Background: an optimization exercise with open tools, aiming at small area, a short achievable clock period and few clock cycles per item. Do not read the settings as production practice.
Function was checked by simulation only, so behaviour that the tests miss may differ from the original.
The clock input has no modelled driver; a real chip could not lean on it and would need a root buffer or a full tree.
No activity file was given, so power comes from the tool's default toggle rates.

==> module automaton_rule, before the edit <==
module automaton_rule(
    input  [31:0] rule,
    input  [15:0] sel,          
    output        ch0,
    output        ch1);
    wire [15:0] x0, x1;
    genvar i;
    generate
        for (i = 0; i < 16; i = i + 1) begin : g
            assign x0[i] = rule[{i[3:1], 1'b0, i[0]}] ^ i[1];
            assign x1[i] = rule[{i[3:1], 1'b1, i[0]}] ^ i[1];
        end
    endgenerate
    assign ch0 = |(sel & x0);
    assign ch1 = |(sel & x1);
endmodule
==> module automaton_pick, before the edit <==
module automaton_pick(
    input         world_in,
    input         ch0,
    input         ch1,
    input         go,           
    input  [12:0] wr,           
    input  [12:0] rd,           
    output        do_wr,
    output [12:0] nxt);
    assign do_wr = go & (world_in ? ch1 : ch0);
    assign nxt   = do_wr ? wr : rd;
endmodule
==> module automaton, before the edit <==
module automaton(
    input               clk,
    input               rst,
    input      [31:0]   rule,
    output reg [5:0]    row,
    output reg [5:0]    col,
    output reg          world_we,
    input               world_in,
    output reg          world_out,
    output reg          update_done);
    reg [17:0] sr;          
    reg [63:0] st;          
    reg        c0, c1;      
    reg        em;          
    reg        halo;        
    reg        first;       
    reg        is_read;     
    reg  [5:0] nr_row, nr_col;
    reg        nr_halo;
    always @* begin
        if (is_read & halo) begin
            nr_row  = (col == 6'd63) ? row : row - 6'd8;
            nr_col  = col + 6'd1;
            nr_halo = 1'b0;
        end else begin
            nr_row  = row + ((~is_read & (col == 6'd63)) ? 6'd9 : 6'd1);
            nr_col  = is_read ? col : col + 6'd1;
            nr_halo = (row[2:0] == 3'd7);
        end
    end
    wire       rh = is_read & halo;             
    wire       rd = is_read & ~halo;            
    wire       ncol0 = rd ? (col == 6'd0) : (col == 6'd63);    
    wire       mW    = rd ? (col == 6'd1) : (col == 6'd0);     
    wire       j0    = rh | (row[2:0] == 3'd7);                
    wire       mN    = rh ? (row == 6'd8) :                    
                       rd ? ((col == 6'd0) ? (row == 6'd7) : (row == 6'd63)) :
                            (row == 6'd63);
    wire       mS    = rh ? 1'b0 :                             
                       rd ? ((col == 6'd0) ? (row == 6'd6) : (row == 6'd62)) :
                            (row == 6'd62);
    wire       tS = is_read ? sr[6]  : sr[7];
    wire       tC = is_read ? sr[7]  : sr[8];
    wire       tN = is_read ? sr[8]  : sr[9];
    wire       tW = is_read ? sr[16] : sr[17];
    wire       bN = (j0 ? st[63] : tN) & ~mN;
    wire       bW = tW & ~mW;
    wire       bS = tS & ~mS;
    wire       valid = ~nr_halo & ~(first & ncol0);
    wire       ch0, ch1;
    automaton_rule lut(.rule(rule),
                       .sel(valid ? 16'd1 << {bN, bW, tC, bS} : 16'd0),
                       .ch0(ch0), .ch1(ch1));
    wire [5:0] wr_row = (col == 6'd0) ? row - 6'd8 : row;
    wire       do_wr;
    wire [5:0] n_row, n_col;
    wire       n_halo;
    automaton_pick pick(.world_in(world_in), .ch0(c0), .ch1(em ? c0 : c1),
                        .go(is_read & ~rst),
                        .wr({wr_row, col - 6'd1, 1'b0}),
                        .rd(rst ? 13'd0 : {nr_row, nr_col, nr_halo}),
                        .do_wr(do_wr), .nxt({n_row, n_col, n_halo}));
    always @(posedge clk) begin
        if (is_read)
            sr <= {sr[16:0], world_in};
        if (is_read & ~halo & (row[2:0] == 3'd0))
            st <= {st[62:0], sr[1]};
        world_out <= ~sr[8];
        row <= n_row;
        col <= n_col;
        halo <= n_halo;
        world_we <= do_wr;
        is_read <= ~do_wr;
        em <= ncol0;
        if (rst) begin
            c0 <= 1'b0;
            c1 <= 1'b0;
            first <= 1'b1;
            update_done <= 1'b0;
        end else begin
            c0 <= ch0;
            c1 <= ch1;
            first <= first & (col == 6'd0);
            update_done <= is_read & halo & ~first & (row == 6'd8) & (col == 6'd0);
        end
    end
endmodule
Settings: LEC_CHECK=0, ABC_AREA=1, CAP_MARGIN=20, CORE_MARGIN=2, CORE_UTILIZATION=50, GPL_ROUTABILITY_DRIVEN=1, GPL_TIMING_DRIVEN=1, PLACE_DENSITY=0.6, SLEW_MARGIN=20, SYNTH_HIERARCHICAL=1; clock period 10.0 ns.
standard.sh (not shown) runs the stock make flow with config.mk's settings and CLKGATE_MAP_FILE= SYNTH_SCRIPT=/design/flow/synth_recipe.tcl, a recipe that flattens the netlist after the stock synthesis.
==> flow/flow/run.sh <==
#!/bin/bash
set -euo pipefail
bash standard.sh SETUP_SLACK_MARGIN=7.3 BUFFER_PORTS_ARGS="-buffer_cell sky130_fd_sc_hd__buf_1" PRE_CTS_TCL=$(pwd)/flow/own_cts.tcl  finish > standard.log 2>&1
Other scripts of this flow, unchanged in this note and not shown: flow/flow/own_cts.tcl
Testbench counts at the start, summed over its fixed seeds: cycles 2,499,633, generations 384.
Rerun with:
--- a/flow/design.v
+++ b/flow/design.v
@@ -1,33 +1,33 @@
 `timescale 1ns / 1ps
 module automaton_rule(
     input  [31:0] rule,
     input  [15:0] sel,          
-    output        ch0,
-    output        ch1);
-    wire [15:0] x0, x1;
+    output        n0,
+    output        n1);
+    wire [15:0] e0, e1;
     genvar i;
     generate
         for (i = 0; i < 16; i = i + 1) begin : g
-            assign x0[i] = rule[{i[3:1], 1'b0, i[0]}] ^ i[1];
-            assign x1[i] = rule[{i[3:1], 1'b1, i[0]}] ^ i[1];
+            assign e0[i] = rule[{i[3:1], 1'b0, i[0]}];
+            assign e1[i] = rule[{i[3:1], 1'b1, i[0]}];
         end
     endgenerate
-    assign ch0 = |(sel & x0);
-    assign ch1 = |(sel & x1);
+    assign n0 = |(sel & e0);
+    assign n1 = |(sel & e1);
 endmodule
 module automaton_pick(
     input         world_in,
     input         ch0,
     input         ch1,
-    input         go,           
+    input         is_read,
     input  [12:0] wr,           
     input  [12:0] rd,           
     output        do_wr,
     output [12:0] nxt);
-    assign do_wr = go & (world_in ? ch1 : ch0);
+    assign do_wr = is_read & (world_in ? ch1 : ch0);
     assign nxt   = do_wr ? wr : rd;
 endmodule
 module automaton(
     input               clk,
     input               rst,
     input      [31:0]   rule,
@@ -38,12 +38,13 @@
     output reg          world_out,
     output reg          update_done);
     reg [17:0] sr;          
     reg [63:0] st;          
     reg        c0, c1;      
     reg        em;          
+    reg        vq;          
     reg        halo;        
     reg        first;       
     reg        is_read;     
     reg  [5:0] nr_row, nr_col;
     reg        nr_halo;
     always @* begin
@@ -73,44 +74,45 @@
     wire       tN = is_read ? sr[8]  : sr[9];
     wire       tW = is_read ? sr[16] : sr[17];
     wire       bN = (j0 ? st[63] : tN) & ~mN;
     wire       bW = tW & ~mW;
     wire       bS = tS & ~mS;
     wire       valid = ~nr_halo & ~(first & ncol0);
-    wire       ch0, ch1;
-    automaton_rule lut(.rule(rule),
-                       .sel(valid ? 16'd1 << {bN, bW, tC, bS} : 16'd0),
-                       .ch0(ch0), .ch1(ch1));
+    wire       n0, n1;
+    automaton_rule lut(.rule(rule), .sel(16'd1 << {bN, bW, tC, bS}),
+                       .n0(n0), .n1(n1));
+    wire       ch0 = vq & (c0 ^ sr[8]);
+    wire       ch1 = vq & ((em ? c0 : c1) ^ sr[8]);
     wire [5:0] wr_row = (col == 6'd0) ? row - 6'd8 : row;
     wire       do_wr;
     wire [5:0] n_row, n_col;
     wire       n_halo;
-    automaton_pick pick(.world_in(world_in), .ch0(c0), .ch1(em ? c0 : c1),
-                        .go(is_read & ~rst),
-                        .wr({wr_row, col - 6'd1, 1'b0}),
+    automaton_pick pick(.world_in(world_in), .ch0(ch0), .ch1(ch1),
+                        .is_read(is_read),
+                        .wr(rst ? 13'd0 : {wr_row, col - 6'd1, 1'b0}),
                         .rd(rst ? 13'd0 : {nr_row, nr_col, nr_halo}),
                         .do_wr(do_wr), .nxt({n_row, n_col, n_halo}));
     always @(posedge clk) begin
         if (is_read)
             sr <= {sr[16:0], world_in};
         if (is_read & ~halo & (row[2:0] == 3'd0))
             st <= {st[62:0], sr[1]};
         world_out <= ~sr[8];
         row <= n_row;
         col <= n_col;
         halo <= n_halo;
-        world_we <= do_wr;
-        is_read <= ~do_wr;
+        world_we <= do_wr & ~rst;
+        is_read <= ~(do_wr & ~rst);
+        c0 <= n0;
+        c1 <= n1;
         em <= ncol0;
         if (rst) begin
-            c0 <= 1'b0;
-            c1 <= 1'b0;
+            vq <= 1'b0;
             first <= 1'b1;
             update_done <= 1'b0;
         end else begin
-            c0 <= ch0;
-            c1 <= ch1;
+            vq <= valid;
             first <= first & (col == 6'd0);
             update_done <= is_read & halo & ~first & (row == 6'd8) & (col == 6'd0);
         end
     end
 endmodule
After rerunning:
- power went up by about a fifth
- via count went up by a few percent
- design area went up slightly
- worst setup slack degrades by 16 ps
- maximum frequency went down slightly
- clock skew barely changes
- die area went up slightly
- hold slack improves by 3.3 ps
- combinational power went up by a quarter to a third
- core utilization went up by 0.49 points
Testbench counts after the change, summed over its fixed seeds: cycles 2,499,633, generations 384.
In every run of this note, the design's own scripts or RTL, not TritonCTS, make the clock network.

-- port drivers added, routing unchanged --
Ports are ideal in the flow. The routed layouts listed here were re-timed in OpenROAD.
Step 1 assumes that a clkbuf_16 drives the clock port and a buf_2 every other input.
Step 2 moves the port delays by t, midway between the first and last clock arrival at a register: inputs arrive t later, outputs are due t later. That takes back most of the time a late clock gives input paths.
Three values: no drivers, after step 1, after step 2; two values: the first two.
run | t, ns | setup slack, ns | slew at the worst register clock pin (ns) | worst slew at a driven data input, ns
the first run | 0.228 | 7.327 / 7.255 / 7.148 | 0.10 / 0.10 | 0.04
the second run | 0.231 | 7.311 / 7.246 / 7.119 | 0.10 / 0.10 | 0.05
After both steps setup and hold are still met in every run listed. The setup slack of the second run, which loses most, moves by -0.065 ns with the drivers and by -0.192 ns with both steps.
